This is an optimization exercise on Yosys and OpenROAD, whose aim is small area, a short achievable clock period and few clock cycles, not a production implementation. In this exercise RTL edits were held to simulation tests only and were not proved equivalent to the original.

## flow/design.v (module list and top-level ports; edited modules follow where they fit)
// module mac: 675 lines
// module mac_sum: 438 lines
// module mac_array_mxn: 18 lines
// module matmul_datapath: 45 lines
// module compute_wrapper: 176 lines
// module axi_lite_ctrl_wrapper: 116 lines
// module axi_matrix_accelerator: 84 lines
module axi_matrix_accelerator #(
    parameter ADDR_W = 32,
    parameter DATA_W = 32
) (
    input  logic clk,
    input  logic rst_n,
    input  logic [ADDR_W-1:0] s_axi_awaddr,
    input  logic        s_axi_awvalid,
    output logic        s_axi_awready,
    input  logic [DATA_W-1:0] s_axi_wdata,
    input  logic        s_axi_wvalid,
    output logic        s_axi_wready,
    output logic        s_axi_bvalid,
    output logic [1:0]  s_axi_bresp,
    input  logic        s_axi_bready,
    input  logic [ADDR_W-1:0] s_axi_araddr,
    input  logic        s_axi_arvalid,
    output logic        s_axi_arready,
    output logic [DATA_W-1:0] s_axi_rdata,
    output logic [1:0]  s_axi_rresp,
    output logic        s_axi_rvalid,
    input  logic        s_axi_rready,
    input  logic [DATA_W-1:0] s_axis_a_tdata,
    input  logic        s_axis_a_tvalid,
    output logic        s_axis_a_tready,
    input  logic        s_axis_a_tlast,
    input  logic [DATA_W-1:0] s_axis_b_tdata,
    input  logic        s_axis_b_tvalid,
    output logic        s_axis_b_tready,
    input  logic        s_axis_b_tlast,
    output logic [DATA_W-1:0] m_axis_c_tdata,
    output logic        m_axis_c_tvalid,
    input  logic        m_axis_c_tready,
    output logic        m_axis_c_tlast
);
  // ...
==> flow/flow/run.sh <==
#!/bin/bash
# The standard layout (the standard.sh), with three changes to how it is made:
#  - after the standard synthesis, flow/fapol.py removes inverters between full
#    adders by choosing for each full adder whether it computes its outputs or
#    their complements (a full adder with all inputs inverted gives both outputs
#    inverted); registers and all other logic are unchanged;
#  - the timing repair steps are asked to leave MARGIN ns of setup slack at
#    the design's clock period (flow/margin.txt);
#  - the port buffers are sky130_fd_sc_hd__buf_2 (ORFS otherwise picks a delay
#    cell); every port still gets its buffer.
# Logs: make_synth.log, fapol.log, make_finish.log here; each step's full log in orfs/logs/.
set -euo pipefail
MARGIN=$(cat flow/margin.txt)
KNOBS=(SETUP_SLACK_MARGIN=$MARGIN "BUFFER_PORTS_ARGS=-buffer_cell sky130_fd_sc_hd__buf_2")
bash standard.sh "${KNOBS[@]}" synth > make_synth.log 2>&1
R=orfs/results/${FLOW_PLATFORM}/axi_matrix_accelerator/base
cp $R/1_2_yosys.v std_1_2_yosys.v
python3 flow/fapol.py std_1_2_yosys.v $R/1_2_yosys.v > fapol.log 2>&1
rm -f $R/1_synth.odb $R/1_synth.sdc
bash standard.sh "${KNOBS[@]}" finish > make_finish.log 2>&1
==> flow/flow/fapol.py <==
#!/usr/bin/env python3
"""Remove inverters between full adders of a Yosys netlist by choosing, for
each full adder, whether it computes its outputs or their complements
(fa(~a,~b,~c) = ~fa(a,b,c) for both outputs). Registers and all other cells
are kept; only inverters next to full adders are removed or added.

usage: fapol.py IN.v OUT.v
"""
import re, sys, random

src = open(sys.argv[1]).read()
m = re.search(r'^module\s+(\S+)\s*\(', src, re.M)
body_start = src.index(';', m.end()) + 1
end = src.rindex('endmodule')
header = src[:body_start]
body = src[body_start:end]

# split the body into statements
stmts = []
for s in re.finditer(r'(.*?;)', body, re.S):
    stmts.append(s.group(1))
tail = body[sum(len(s) for s in stmts):]

cell_re = re.compile(r'^\s*(sky130_fd_sc_hd__\w+)\s+(\S+)\s*\((.*)\)\s*;\s*$', re.S)
pin_re = re.compile(r'\.(\w+)\(\s*((?:\\\S+\s)|[^()\s]+)\s*\)')
OUTPINS = {'X', 'Y', 'Q', 'Q_N', 'COUT', 'SUM', 'HI', 'LO'}

cells = []       # (index, type, name, {pin: net})
decls = []       # statement indices of declarations / others
ports_out = set(); ports_in = set()
for i, st in enumerate(stmts):
    c = cell_re.match(st)
    if c:
        pins = {p: n.strip() for p, n in pin_re.findall(c.group(3))}
        cells.append([i, c.group(1), c.group(2), pins])
    else:
        t = st.strip()
        mm = re.match(r'(input|output)\s+(?:\[[^\]]*\]\s*)?(.+);', t, re.S)
        if mm:
            for nm in mm.group(2).split(','):
                (ports_in if mm.group(1) == 'input' else ports_out).add(nm.strip())

def esc(n):
    return n + ' ' if n.startswith('\\') else n

def base_name(n):
    # bus bit "x[3]" -> "x" for port lookups
    return re.sub(r'\[\d+\]$', '', n.strip())

driver = {}
loads = {}
for ci, (i, typ, name, pins) in enumerate(cells):
    for p, n in pins.items():
        if p in OUTPINS:
            driver[n] = (ci, p)
        else:
            loads.setdefault(n, []).append((ci, p))

def is_fa(ci): return re.match(r'sky130_fd_sc_hd__fa_\d+$', cells[ci][1]) is not None
def is_inv(ci): return re.match(r'sky130_fd_sc_hd__inv_\d+$', cells[ci][1]) is not None
def is_port(n): return base_name(n) in ports_out or base_name(n) in ports_in

# managed inverters: next to a full adder, output not a port
managed = set()
for ci, (i, typ, name, pins) in enumerate(cells):
    if not is_inv(ci): continue
    a, y = pins['A'], pins['Y']
    if is_port(y): continue
    d = driver.get(a)
    nearfa = (d is not None and (is_fa(d[0]) or is_inv(d[0]))) or any(is_fa(l[0]) for l in loads.get(y, []))
    if nearfa:
        managed.add(ci)
# close over chains: an inverter feeding a managed inverter, or fed by one
changed = True
while changed:
    changed = False
    for ci in list(managed):
        a, y = cells[ci][3]['A'], cells[ci][3]['Y']
        d = driver.get(a)
        if d and is_inv(d[0]) and d[0] not in managed and not is_port(cells[d[0]][3]['Y']):
            managed.add(d[0]); changed = True

def resolve(n):
    inv = 0
    while n in driver and driver[n][0] in managed:
        inv ^= 1
        n = cells[driver[n][0]][3]['A']
    return n, inv

# every load pin reached through a managed inverter, or on a full adder input
# or on a full adder output net: (src, inv, load cell, pin)
edges = []
for n, ls in loads.items():
    for (ci, p) in ls:
        if ci in managed: continue
        src, inv = resolve(n)
        d = driver.get(src)
        src_fa = d is not None and is_fa(d[0])
        if inv or is_fa(ci) or src_fa:
            edges.append([src, inv, ci, p])

fas = [ci for ci in range(len(cells)) if is_fa(ci)]
flip = {ci: 0 for ci in fas}
def src_flip(src):
    d = driver.get(src)
    return flip[d[0]] if d is not None and d[0] in flip else 0
def need(e):
    src, inv, ci, p = e
    return inv ^ src_flip(src) ^ (flip[ci] if ci in flip else 0)
def weight(e):
    d = driver.get(e[0])
    return 10 if (d is not None and is_fa(d[0]) and is_fa(e[2])) else 1
W = [weight(e) for e in edges]
def cost():
    return sum(W[k] * need(e) for k, e in enumerate(edges))

# incident edges per full adder
inc = {ci: [] for ci in fas}
for k, e in enumerate(edges):
    if e[2] in inc: inc[e[2]].append(k)
    d = driver.get(e[0])
    if d is not None and d[0] in inc: inc[d[0]].append(k)

before = cost()
rng = random.Random(1)
order = list(fas)
def descend():
    for it in range(100):
        improved = False
        rng.shuffle(order)
        for ci in order:
            ks = set(inc[ci])
            c0 = sum(W[k] * need(edges[k]) for k in ks)
            flip[ci] ^= 1
            c1 = sum(W[k] * need(edges[k]) for k in ks)
            if c1 < c0:
                improved = True
            else:
                flip[ci] ^= 1
        if not improved:
            break
best = None
for restart in range(40):
    for ci in fas:
        flip[ci] = rng.randint(0, 1) if restart else 0
    descend()
    # a few perturbations from the local minimum
    for kick in range(20):
        saved = dict(flip); c_saved = cost()
        for ci in rng.sample(fas, 5):
            flip[ci] ^= 1
        descend()
        if cost() > c_saved:
            flip.update(saved)
    c = cost()
    if best is None or c < best[0]:
        best = (c, dict(flip))
flip.update(best[1])
after = cost()

# a source net driven by an XOR/XNOR gate whose loads all want its complement:
# swap the gate for its complement instead of adding an inverter
SWAP = {'xor2': 'xnor2', 'xnor2': 'xor2'}
swapped = 0
swapped_cells = []
bysrc = {}
for k2, e in enumerate(edges):
    bysrc.setdefault(e[0], []).append(k2)
for src, ks in bysrc.items():
    d = driver.get(src)
    if d is None: continue
    mt = re.match(r'sky130_fd_sc_hd__(xor2|xnor2)_(\d+)$', cells[d[0]][1])
    if not mt or is_port(src): continue
    other = [l for l in loads.get(src, []) if l[0] not in managed and
             not any(edges[k2][2] == l[0] and edges[k2][3] == l[1] for k2 in ks)]
    if other: continue
    if all(need(edges[k2]) for k2 in ks):
        cells[d[0]][1] = f'sky130_fd_sc_hd__{SWAP[mt.group(1)]}_{mt.group(2)}'
        # xor2 drives X, xnor2 drives Y
        pins = cells[d[0]][3]
        if mt.group(1) == 'xor2':
            pins['Y'] = pins.pop('X')
        else:
            pins['X'] = pins.pop('Y')
        for k2 in ks:
            edges[k2][1] ^= 1
        swapped += 1
        swapped_cells.append(d[0])

# rewrite: drop managed inverters, reconnect loads, one new inverter per
# source net whose loads need the complement
newinv = {}
def inv_net(src):
    if src not in newinv:
        newinv[src] = f'_fapol_n{len(newinv) + 1}_'
    return newinv[src]
for e in edges:
    src, inv, ci, p = e
    net = inv_net(src) if need(e) else src
    cells[ci][3][p] = net

# nets that now carry the complement of their old value get new names
rename = {}
def newname(n):
    return (n + '_fapol') if not n.startswith('\\') else (n + '_fapol')
for ci in fas:
    if flip[ci]:
        for p in ('COUT', 'SUM'):
            n = cells[ci][3].get(p)
            if n is not None:
                rename[n] = newname(n)
for ci in swapped_cells:
    for p in ('X', 'Y'):
        n = cells[ci][3].get(p)
        if n is not None:
            rename[n] = newname(n)
for ci in range(len(cells)):
    pins = cells[ci][3]
    for p in pins:
        if pins[p] in rename:
            pins[p] = rename[pins[p]]
# and so do the cells that drive them
for ci in set(swapped_cells) | {c for c in fas if flip[c]}:
    cells[ci][2] = newname(cells[ci][2])
decl_re = re.compile(r'^(\s*wire\s+)(\S+)(\s*;\s*)$', re.S)
for i, st in enumerate(stmts):
    md = decl_re.match(st)
    if md and md.group(2) in rename:
        stmts[i] = md.group(1) + rename[md.group(2)] + (' ' if rename[md.group(2)].startswith('\\') else '') + ';'
extra = []
for k2, (src, nn) in enumerate(newinv.items()):
    a = rename.get(src, src)
    extra.append(f'  wire {nn};')
    extra.append(f'  sky130_fd_sc_hd__inv_1 _fapol_i{k2 + 1}_ (\n    .A({esc(a)}),\n    .Y({nn})\n  );')
idx_of = {cells[ci][0]: ci for ci in range(len(cells))}
res = []
for i, st in enumerate(stmts):
    if i in idx_of:
        ci = idx_of[i]
        if ci in managed:
            continue
        typ, name, pins = cells[ci][1], cells[ci][2], cells[ci][3]
        pl = ",\n".join(f"    .{p}({esc(n)})" for p, n in pins.items())
        res.append(f"\n  {typ} {esc(name)} (\n{pl}\n  );")
    else:
        res.append(st)
text = header + "".join(res) + "\n" + "\n".join(extra) + "\n" + tail + "endmodule\n"
open(sys.argv[2], 'w').write(text)
print(f"full adders {len(fas)}, flipped {sum(flip.values())}, managed inverters {len(managed)}, "
      f"weighted inverted connections {before} -> {after}, xor/xnor swapped {swapped}, new inverters {len(newinv)}")
==> flow/flow/margin.txt <==
7.6
==> flow/standard.sh <==
#!/bin/bash
# synth_recipe.tcl (not shown) runs the flow's synth.tcl, then flattens the netlist and writes it again
# the make line also repeats each setting of config.mk as NAME=value (left out here)
make -C /OpenROAD-flow-scripts/flow DESIGN_CONFIG=/design/flow/config.mk WORK_HOME=/design/flow/orfs CLKGATE_MAP_FILE= SYNTH_SCRIPT=/design/flow/synth_recipe.tcl "${@:-finish}"
==> flow/config.mk <==
export PLATFORM = sky130hd
export DESIGN_NAME = axi_matrix_accelerator
export DESIGN_NICKNAME = axi_matrix_accelerator
export VERILOG_FILES = /design/flow/design.v
export SDC_FILE = /design/flow/constraint.sdc
export NUM_CORES = 4
export LEC_CHECK = 0
export ABC_AREA = 1
export CAP_MARGIN = 20
export CORE_MARGIN = 2
export CORE_UTILIZATION = 45
export CTS_BUF_LIST = sky130_fd_sc_hd__clkbuf_16
export CTS_CLUSTER_DIAMETER = 120
export CTS_CLUSTER_SIZE = 22
export PLACE_DENSITY = 0.8
export SLEW_MARGIN = 20
==> flow/constraint.sdc <==
create_clock -name core_clock -period 11.0 [get_ports {clk}]
set_input_delay 2.2000 -clock core_clock [delete_from_list [all_inputs] [get_ports {clk}]]
set_output_delay 2.2000 -clock core_clock [all_outputs]
set_load 0.01 [all_outputs]
==> metrics.md, run 1 <==
| Metric | Value |
|---|---|
| CTS tree | built |
| Tcrit/Tclk final | a little over a third |
| Multi-input combinational area share | 37.1% |
| Post-cts sizing count | roughly 190 |
| Initial Util | 45.5% |
| Top-Level Pins | 249 |
| ClkCell Share | approximately 2.5% |
| Gpl congestion | 0.899 |
| GRT met2 Usage | 34.9% |
| Final #Nets | about 4,400 |
| Max-slew violations | 0 |
| Status | timing/DRC/antenna clean |
| First-pass GRT wire length | approximately 160 mm |
| Storage element area | about 0.023 mm2 |
| Area Overhead vs Synth | 15.9% |
| IO buf count | 220 |
| Final non-filler cell total | about 5,100 |
| Inverters | between 400 and 500 |
| Commonest non-fill, non-tap cell in the layout | edfxtp_1 |
| Critical Path Stages | 9 |
| Fin Hold WS | between 0.4 and 0.5 ns |
| Setup crit end | u_compute.u_dp.cs_q[75]$_DFFE_PN_ |
| Register-to-Register Path Depth | 9 |
| RR Startpoint | u_compute.one_q[3]$_DFFE_PN_ |
Testbench counts, summed over its fixed seeds: cycles 9,492.
==> inputs of run 2 (changes only) <==
==> flow/flow/margin.txt (replaced) <==
7.3
==> metrics.md, run 2 <==
| Metric | Value |
|---|---|
| TritonCTS Buffers | 40 |
| Overall routed net length | about 100 mm |
| Place WS | 6.55 ns |
| Via/cell ratio | between 5 and 6 |
| Fmax | between 0.2 and 0.3 GHz |
| Gr ovfl total | 0 |
| Max reg flops | 256 |
| Crit path kind | flip-flop to flip-flop |
| First-pass GRT wire length | 157 mm (-1.8%) |
| Setup TNS | 0 ns |
| Final #Nets | 4,308 (-1.7%) |
| Die width | between 300 and 400 um |
| Critical path startpoint category | flip-flop |
| Crit. End Element | flip-flop |
| Commonest non-fill, non-tap cell in the layout | edfxtp_1 |
| RR Startpoint | u_compute.op_a[7]$_DFFE_PP_ |
| Status | timing/DRC/antenna clean |
| Area of the die | ~0.094 mm2 |
| Synthesized cell area | between 0.04 and 0.05 mm2 |
| Tcrit/Tclk final | 33.8% (-1.9 points) |
| Clk Latency, worst-skew pair | between 0.6 and 0.7 ns |
| CTS tree | built |
| Commonest non-fill, non-tap cells in the layout | 726 x edfxtp_1, 687 x nand2_1, 368 x inv_1 |
| Max-slew violations | 0 (unchanged) |
| Worst-margin pin slew | 1.03 ns |
| WP data required | ~11 ns |
| Slew headroom | a little under a third |
| Hold endpoint | u_ctrl.rdone_q$_DFFE_PP_ |
| Iter 0 DRT Violations | 3,060 |
| Fin crit period | between 3 and 4 ns |
| DRC violations left | 0 |
| CTS Buffer Depth | 3 |
| Flop2flop setup slack | around 7.3 ns |
| Initial Util | 45.5% (unchanged) |
| Setup ws final | 7.29 ns |
| Layout cells sized above 1 | ~14% |
| Fin Hold WS | 0.477 ns (+0.0122 ns) |
| Root buf cell | clkbuf_16 |
| Data arrival time of the worst path | 4.07 ns |
| Top-Level Pins | 249 (unchanged) |
| Max-cap violation count | 0 |
| Via count | around 28,000 |
| Die Ht | a little over 300 um |
| HP Start | u_ctrl.done_q$_DFFE_PN0P_ |
| Skew final | roughly 0.024 ns |
| Clock transition at path regs | approximately 0.090 ns |
| RR Endpoint | u_compute.u_dp.cs_q[69]$_DFFE_PN_ |
| Worst Hold Class | flip-flop to flip-flop |
| Mapped Avg Cell Area | around 11 um2 |
| Gr usage total | between 20% and 30% |
| Ys Warns | 4 |
| RSZ-0062 raised after global routing | yes |
| Avg WL per Cell | 20.5 um |
| Row count | 110 |
| Core area | around 0.09 mm2 |
| Fin. Hold Viols | 0 |
| Clock sink count | between 700 and 800 |
| Area Overhead vs Synth | 11.2% |
| Vias in the first global route | ~27,000 |
| Initial antenna violation count | 20 |
| Final HPWL DP | approximately 69 mm |
| Gpl congestion | 0.904 (+0.55%) |
| CTS H-tree depth | 2 |
| Final number of setup-violating endpoints | 0 |
| Register-to-Register Path Depth | 7 (-2) |
| ANT nets after route | 0 |
| TritonRoute pass-1 iters | 9 |
| Hold depth | 0 |
| IO buf count | 220 (unchanged) |
| Pin count of the biggest net entering global routing | 123 |
| Syn Inst Count | ~3,600 |
| Worst-path maximum fanout | 24 |
run 2: how the worst max path moves through the flow:
| stage | start | slack, ns | endpoint |
|---|---|---|---|
| after floorplan | s_axi_awvalid | 6.79 | u_ctrl.cfg_k_q[0]$_DFFE_PP_ |
| after global placement | u_compute.one_q[0]$_DFFE_PN_ | 6.59 | u_compute.u_dp.cs_q[87]$_DFFE_PN_ |
| after detailed placement | u_compute.one_q[0]$_DFFE_PN_ | 6.55 | u_compute.u_dp.cs_q[87]$_DFFE_PN_ |
| after CTS | u_compute.one_q[1]$_DFFE_PN_ | 7.27 | u_compute.u_dp.cs_q[87]$_DFFE_PN_ |
| after global routing | u_compute.one_q[0]$_DFFE_PN_ | 7.20 | u_compute.u_dp.cs_q[81]$_DFFE_PN_ |
| final | u_compute.op_a[7]$_DFFE_PP_ | 7.29 | u_compute.u_dp.cs_q[69]$_DFFE_PN_ |
run 2: repair_timing:
item,CTS,global route
buffers inserted,38,21
hold buffers,0,0
pin swaps,4,29
endpoints found under the hold margin,0,0
cloned,16,2
resized for setup,67,72
endpoints found under the setup margin,112,94
run 2: cell type report:
cell class	instances	area, um2
fillers	7544	44600
flip-flops and latches	760	22700
multi-input cells	2280	16500
repair buffers	319	2060
inverters	417	1720
well taps	1176	1470
clock buffers	40	1000
clock inverters	16	124
repair inverters	14	82.6
diodes	13	32.5
run 2: stage by stage:
step | std cells | area (um2) | util, %
floorplan | 3636 | 41200 | -
global placement | 4884 | 43300 | 48.0
detailed placement | 4887 | 43400 | 48.1
CTS | 4997 | 45100 | 50.0
global route | 5031 | 45700 | 50.6
finish | 5035 | 45700 | 50.6
run 2: critical path, cell delays in order (launching register included):
cell	delay [ns]
edfxtp_1	0.45
clkinvlp_4	0.50
o22ai_1	0.41
xnor2_1	0.18
fa_1	0.49
fa_1	0.51
fa_1	0.42
fa_1	0.47
run 2: per-layer routing:
layer	up-vias	GRT usage, %	part of all wire (%)
met4	10	9.58	4.8
li1	12900	-	-
met2	1459	34.9	47
met1	13700	28.9	39
met5	-	0	0.056
met3	317	3.47	9.0
==> inputs of run 3 (changes only) <==
--- a/flow/config.mk
+++ b/flow/config.mk
@@ -9,5 +9,5 @@
 export CAP_MARGIN = 20
 export CORE_MARGIN = 2
-export CORE_UTILIZATION = 45
+export CORE_UTILIZATION = 55
 export CTS_BUF_LIST = sky130_fd_sc_hd__clkbuf_16
 export CTS_CLUSTER_DIAMETER = 120
==> metrics.md, run 3 <==
| Metric | Value |
|---|---|
| Status | timing/DRC/antenna clean |
| Cell area after layout | 0.0456 mm2 (-0.11%) |
| Data arrival time of the worst path | 4.19 ns (+0.12 ns) |
| CTS Buffer Depth | 3 (unchanged) |
| Mapped Avg Cell Area | 11.3 um2 (unchanged) |
| Gr ovfl total | 0 (unchanged) |
| Worst Hold Class | flip-flop to flip-flop |
| Die Ht | 277 um (-9.4%) |
| RSZ-0062 raised after global routing | yes |
| Core area | 0.0742 mm2 (-18%) |
| Critical path startpoint category | flip-flop |
| Gpl congestion | 0.940 (+4.1%) |
| Slowest CP cell | fa_2 |
| Syn Inst Count | 3,634 (unchanged) |
| Crit path kind | flip-flop to flip-flop |
| Pin count of the biggest net entering global routing | 119 (-3.3%) |
| CP cell instances | inv_2 -> buf_12 -> o22ai_1 -> xnor2_1 -> fa_1 -> fa_2 -> fa_2 -> fa_2 -> fa_1 |
| WP data required | 11.36 ns (about the same) |
| Commonest non-fill, non-tap cells in the layout | 726 x edfxtp_1, 684 x nand2_1, 373 x inv_1 |
| Post-DP Area | 0.0431 mm2 (-0.67%) |
| Ys Warns | 4 (unchanged) |
| Initial antenna violation count | 5 (-75%) |
| Crit. End Element | flip-flop |
| Tcrit/Tclk final | 34.9% (+1.1 points) |
| Fmax | 0.261 GHz (-3.2%) |
| Iter 0 DRT Violations | 3,078 (+0.59%) |
| First-pass GRT wire length | 160 mm (+1.6%) |
| Root buf cell | clkbuf_16 |
| Final #Nets | 4,325 (+0.39%) |
| CTS tree | built |
| Clk Latency, worst-skew pair | 0.63 ns (about the same) |
| Via/cell ratio | 5.98 (+6.0%) |
| Synthesized cell area | 0.0411 mm2 (unchanged) |
| Worst-margin pin slew | 1.03 ns (-0.000953 ns) |
| Clock sink count | 760 (unchanged) |
| Clock transition at path regs | 0.09 ns (about the same) |
| Initial Util | 55.4% (+9.9 points) |
| TritonRoute pass-1 iters | 7 (-2) |
| Row count | 100 (-9.1%) |
| TritonCTS Buffers | 40 (unchanged) |
| Fin crit period | 3.84 ns (+0.122 ns) |
| DRC violations left | 0 (unchanged) |
| Area of the die | 0.0769 mm2 (-18%) |
| Worst-path maximum fanout | 12 (-50%) |
| Final HPWL DP | 68.4 mm (-0.32%) |
| Top-Level Pins | 249 (unchanged) |
| Setup TNS | 0 ns (unchanged) |
| Area Overhead vs Synth | 11.1% |
| Fin. Hold Viols | 0 (unchanged) |
| Die width | 277 um (-9.4%) |
| Commonest non-fill, non-tap cell in the layout | edfxtp_1 |
| Via count | 28,900 (+1.9%) |
| Avg WL per Cell | 21.9 um (+7.1%) |
| Fin Hold WS | 0.491 ns (+0.0137 ns) |
| Layout cells sized above 1 | 14.4% (+0.46 points) |
| IO buf count | 220 (unchanged) |
| Vias in the first global route | 28,100 (+2.3%) |
| Max reg flops | 256 (unchanged) |
| Most used cell along the critical path | fa_2 |
| ANT nets after route | 0 (unchanged) |
| Overall routed net length | 106 mm (+3.0%) |
| Final number of setup-violating endpoints | 0 (unchanged) |
| CTS H-tree depth | 2 (unchanged) |
| Max-cap violation count | 0 (unchanged) |
| CP max stage delay | 0.60 ns (+0.09 ns) |
| Gr usage total | 26.8% (+5.2 points) |
| Max-slew violations | 0 (unchanged) |
| Slew headroom | 31.4% (-0.099 points) |
| Skew final | 0.0362 ns (+0.0122 ns) |
==> run 3: routing by layer <==
layer	up-vias	global-route usage, %	share of wire [%]
met5	-	0	0.023
met4	4	10.2	5.2
met3	421	5.16	10
met2	1666	44.4	48
met1	14000	35.1	37
li1	12900	-	-
==> run 3: what timing repair did <==
action                                  in CTS  in global routing
hold buffers                                 0                  0
cloned                                      13                  6
buffers inserted                            47                 25
endpoints found under the setup margin      87                 72
resized for setup                           85                 75
pin swaps                                   12                 35
==> run 3: area by class of cell <==
| class | instances | area (um2) |
|---|---|---|
| fill | 5525 | 28600 |
| timing repair buffer | 338 | 2270 |
| antenna | 3 | 7.51 |
| sequential | 760 | 22700 |
| inverter | 417 | 1700 |
| timing repair inverter | 12 | 70.1 |
| tap | 969 | 1210 |
| clock inverter | 20 | 114 |
| clock buffer | 41 | 1030 |
| multi-input combinational | 2280 | 16600 |
==> run 3: through the flow <==
stage	instances	utilization, %	worst slack (ns)
after global placement	4684	58.1	6.55
after global routing	4840	61.5	7.15
final	4840	61.5	7.16
after detailed placement	4684	58.1	6.51
after floorplan	3636	-	6.79
after CTS	4805	60.8	7.26
==> run 3: critical path: cells and delay by family (launching register included) <==
kind | cells | cell delay, ns
flip-flops | 1 | 0.42
AO/OA/AOI/OAI | 1 | 0.10
adder cells (fa/ha/maj) | 5 | 2.45
buffers and inverters | 2 | 0.32
XOR/XNOR | 1 | 0.28
==> run 3: worst paths after layout <==
path / startpoint / endpoint / slack (ns) / depth (start not counted)
worst max-delay path: u_compute.two_q[3]$_DFFE_PN_ / u_compute.u_dp.cs_q[84]$_DFFE_PN_ / 7.16 / 9
worst min-delay path: u_ctrl.wrote_q[0]$_DFF_PN0_ / u_ctrl.wrote_q[0]$_DFF_PN0_ / 0.49 / 1
worst max register to register: u_compute.two_q[3]$_DFFE_PN_ / u_compute.u_dp.cs_q[84]$_DFFE_PN_ / 7.16 / 9
worst min register to register: u_ctrl.wrote_q[0]$_DFF_PN0_ / u_ctrl.wrote_q[0]$_DFF_PN0_ / 0.49 / 1
max in group asynchronous: rst_n / u_compute.sv_q$_DFF_PN0_ / 8.70 / 1
min in group asynchronous: rst_n / u_ctrl.rvalid_q$_DFF_PN0_ / 1.70 / 1
==> inputs of run 4 (changes only) <==
--- a/flow/config.mk
+++ b/flow/config.mk
@@ -9,8 +9,8 @@
 export CAP_MARGIN = 20
 export CORE_MARGIN = 2
-export CORE_UTILIZATION = 55
+export CORE_UTILIZATION = 45
 export CTS_BUF_LIST = sky130_fd_sc_hd__clkbuf_16
-export CTS_CLUSTER_DIAMETER = 120
-export CTS_CLUSTER_SIZE = 22
+export CTS_CLUSTER_DIAMETER = 135
+export CTS_CLUSTER_SIZE = 26
 export PLACE_DENSITY = 0.8
 export SLEW_MARGIN = 20
==> metrics.md, run 4 <==
| Metric | Value |
|---|---|
| Clock sink count | 760 (unchanged) |
| Row count | 110 (+10%) |
| TritonCTS Buffers | 35 (-13%) |
| Commonest non-fill, non-tap cells in the layout | 726 x edfxtp_1, 687 x nand2_1, 367 x inv_1 |
| Post-Route M1 WL | 41.0 mm (+4.4%) |
| Overall routed net length | 104 mm (-2.3%) |
| Gr usage total | 21.5% (-5.3 points) |
| Root buf cell | clkbuf_16 |
| IO buf count | 220 (unchanged) |
| Via/cell ratio | 5.65 (-5.5%) |
| Core area | 0.0903 mm2 (+22%) |
| Die width | 306 um (+10%) |
| Top-Level Pins | 249 (unchanged) |
| Final #Nets | 4,312 (-0.30%) |
| CTS tree | built |
| Iter 0 DRT Violations | 3,650 (+19%) |
| Initial Util | 45.5% (-9.9 points) |
| Most used cell along the critical path | fa_2 |
| CP cell instances | clkinvlp_4 -> buf_4 -> o22ai_4 -> xnor2_2 -> fa_2 -> fa_2 -> fa_2 -> fa_2 -> fa_1 |
| Post-DP Area | 0.0434 mm2 (+0.67%) |
| Gr ovfl total | 0 (unchanged) |
| Critical path startpoint category | flip-flop |
| Ys Warns | 4 (unchanged) |
| Cell area after layout | 0.0456 mm2 (about the same) |
| Uppermost layer routed | met5 |
| Slowest CP cell | fa_2 |
| Syn Inst Count | 3,634 (unchanged) |
| WP data required | 11.36 ns (about the same) |
| Fmax | 0.267 GHz (+2.3%) |
| Status | timing/DRC/antenna clean |
| Hold buffers post-CTS | 0 (unchanged) |
| Met3 wire length | 9.23 mm (-14%) |
| Fin. Hold Viols | 0 (unchanged) |
| Skew final | 0.0402 ns (+0.00400 ns) |
| Max-slew violations | 0 (unchanged) |
| Setup ws final | 7.25 ns (+0.0850 ns) |
| Pin count of the biggest net entering global routing | 123 (+3.4%) |
| Worst-path maximum fanout | 4 (-8) |
| Avg WL per Cell | 20.6 um (-6.1%) |
| First-pass GRT wire length | 157 mm (-1.8%) |
| TritonRoute pass-1 iters | 6 (-1) |
| Gpl congestion | 0.904 (-3.9%) |
| Final HPWL DP | 68.7 mm (+0.32%) |
| Vias in the first global route | 27,200 (-3.1%) |
| Clock transition at path regs | 0.10 ns (about the same) |
| Synthesized cell area | 0.0411 mm2 (unchanged) |
| DRC violations left | 0 (unchanged) |
| Final number of setup-violating endpoints | 0 (unchanged) |
| Crit path kind | flip-flop to flip-flop |
| CP max stage delay | 0.61 ns (about the same) |
| Area of the die | 0.0937 mm2 (+22%) |
| Fin Hold WS | 0.472 ns (-0.0192 ns) |
| RSZ-0062 raised after global routing | yes |
| Mapped Avg Cell Area | 11.3 um2 (unchanged) |
| Place WS | 6.55 ns (+0.0470 ns) |
| ANT nets after route | 0 (unchanged) |
| Max-cap violation count | 0 (unchanged) |
| Initial antenna violation count | 21 (+16) |
| Setup TNS | 0 ns (unchanged) |
| Fin crit period | 3.75 ns (-0.0850 ns) |
| Crit. End Element | flip-flop |
| Data arrival time of the worst path | 4.12 ns (-0.07 ns) |
| Max reg flops | 256 (unchanged) |
| Slew headroom | 32.1% (+0.70 points) |
| CTS H-tree depth | 2 (unchanged) |
| Tcrit/Tclk final | 34.1% (-0.77 points) |
| Die Ht | 306 um (+10%) |
| Worst-margin pin slew | 1.02 ns (-0.00805 ns) |
| Via count | 28,500 (-1.6%) |
| Commonest non-fill, non-tap cell in the layout | edfxtp_1 |
| Layout cells sized above 1 | 14.0% (-0.37 points) |
| Worst Hold Class | flip-flop to flip-flop |
| Met2 WL | 48.6 mm (-4.0%) |
| Clk Latency, worst-skew pair | 0.62 ns (about the same) |
| Area Overhead vs Synth | 11.1% (about the same) |
| CTS Buffer Depth | 3 (unchanged) |
==> run 4: area by class of cell <==
type,instances,area [um2]
clock inverters,16,103
repair buffers,326,2130
diodes,14,35.0
inverters,417,1720
repair inverters,16,97.6
clock buffers,35,876
flip-flops and latches,760,22700
well taps,1176,1470
fillers,7547,44700
multi-input cells,2280,16500
==> run 4: metrics by stage <==
step,instances,utilization [%]
2_1_floorplan,3636,-
3_3_place_gp,4884,48.0
3_5_place_dp,4887,48.1
4_1_cts,4991,49.9
5_1_grt,5036,50.5
6_report,5040,50.5
==> run 4: routing by layer <==
layer | vias up | track usage, %
met5 | - | 0
met3 | 314 | 3.23
met2 | 1485 | 34.6
met1 | 13800 | 29.1
met4 | 10 | 9.42
li1 | 12900 | -
==> run 4: worst paths after layout <==
check / from / end / slack, ns / cells after the start
setup / recovery: u_compute.two_q[0]$_DFFE_PN_ / u_compute.u_dp.cs_q[87]$_DFFE_PN_ / 7.25 / 9
hold / removal: u_ctrl.done_q$_DFFE_PN0P_ / u_ctrl.rdone_q$_DFFE_PP_ / 0.47 / 0
setup reg to reg: u_compute.two_q[0]$_DFFE_PN_ / u_compute.u_dp.cs_q[87]$_DFFE_PN_ / 7.25 / 9
hold reg to reg: u_ctrl.done_q$_DFFE_PN0P_ / u_ctrl.rdone_q$_DFFE_PP_ / 0.47 / 0
max in group asynchronous: rst_n / u_ctrl.rpend_q$_DFF_PN0_ / 8.63 / 1
min in group asynchronous: rst_n / u_ctrl.bresp_q$_DFFE_PN0P_ / 1.72 / 1
==> run 4: what timing repair did <==
item                                    4_1_cts  5_1_grt
endpoints found under the setup margin      111       94
resized for setup                            72       74
setup buffers                                37       28
cloned                                       16        5
pin swaps                                     4       35
==> run 4: worst max-delay path, delay by kind of cell, from the launching register on <==
kind	cells	cell delay, ns
adders and majority gates	5	2.37
DFF	1	0.44
buffers and inverters	2	0.40
xor gates and xnor gates	1	0.15
AOI/OAI and AO/OA	1	0.14

==> afterwards: timing with drivers on the ports <==
Ports are ideal in the flow. The routed layouts listed here were re-timed in OpenROAD. Step 1: set_driving_cell puts a clkbuf_16 on clk and a buf_2 on each other input, an assumption about the parent block. Step 2, shift: input delay + t, output delay - t, t = (earliest + latest rising clock arrival at the registers) / 2. This alone moves slack from input paths to output paths. Slacks: no drivers / after step 1 / after step 2; pairs: no drivers / after step 1.
| run | t (ns) | setup slack, ns | hold slack, ns | worst register clock-pin slew, ns | pins driven straight from the clock port |
|---|---|---|---|---|---|
| run 1 | 0.674 | 7.072 / 7.072 / 7.016 | 0.465 / 0.465 / 0.465 | 0.10 / 0.10 | 1 |
| run 2 | 0.671 | 7.285 / 7.285 / 6.896 | 0.477 / 0.477 / 0.477 | 0.10 / 0.10 | 1 |
| run 3 | 0.676 | 7.164 / 7.164 / 6.892 | 0.491 / 0.491 / 0.491 | 0.10 / 0.10 | 1 |
| run 4 | 0.671 | 7.249 / 7.249 / 6.878 | 0.472 / 0.472 / 0.472 | 0.11 / 0.11 | 1 |
After both steps every run listed still meets setup and hold. For run 2, which loses most, drivers alone change the setup slack by 0.000 ns; drivers and shift together by -0.389 ns.
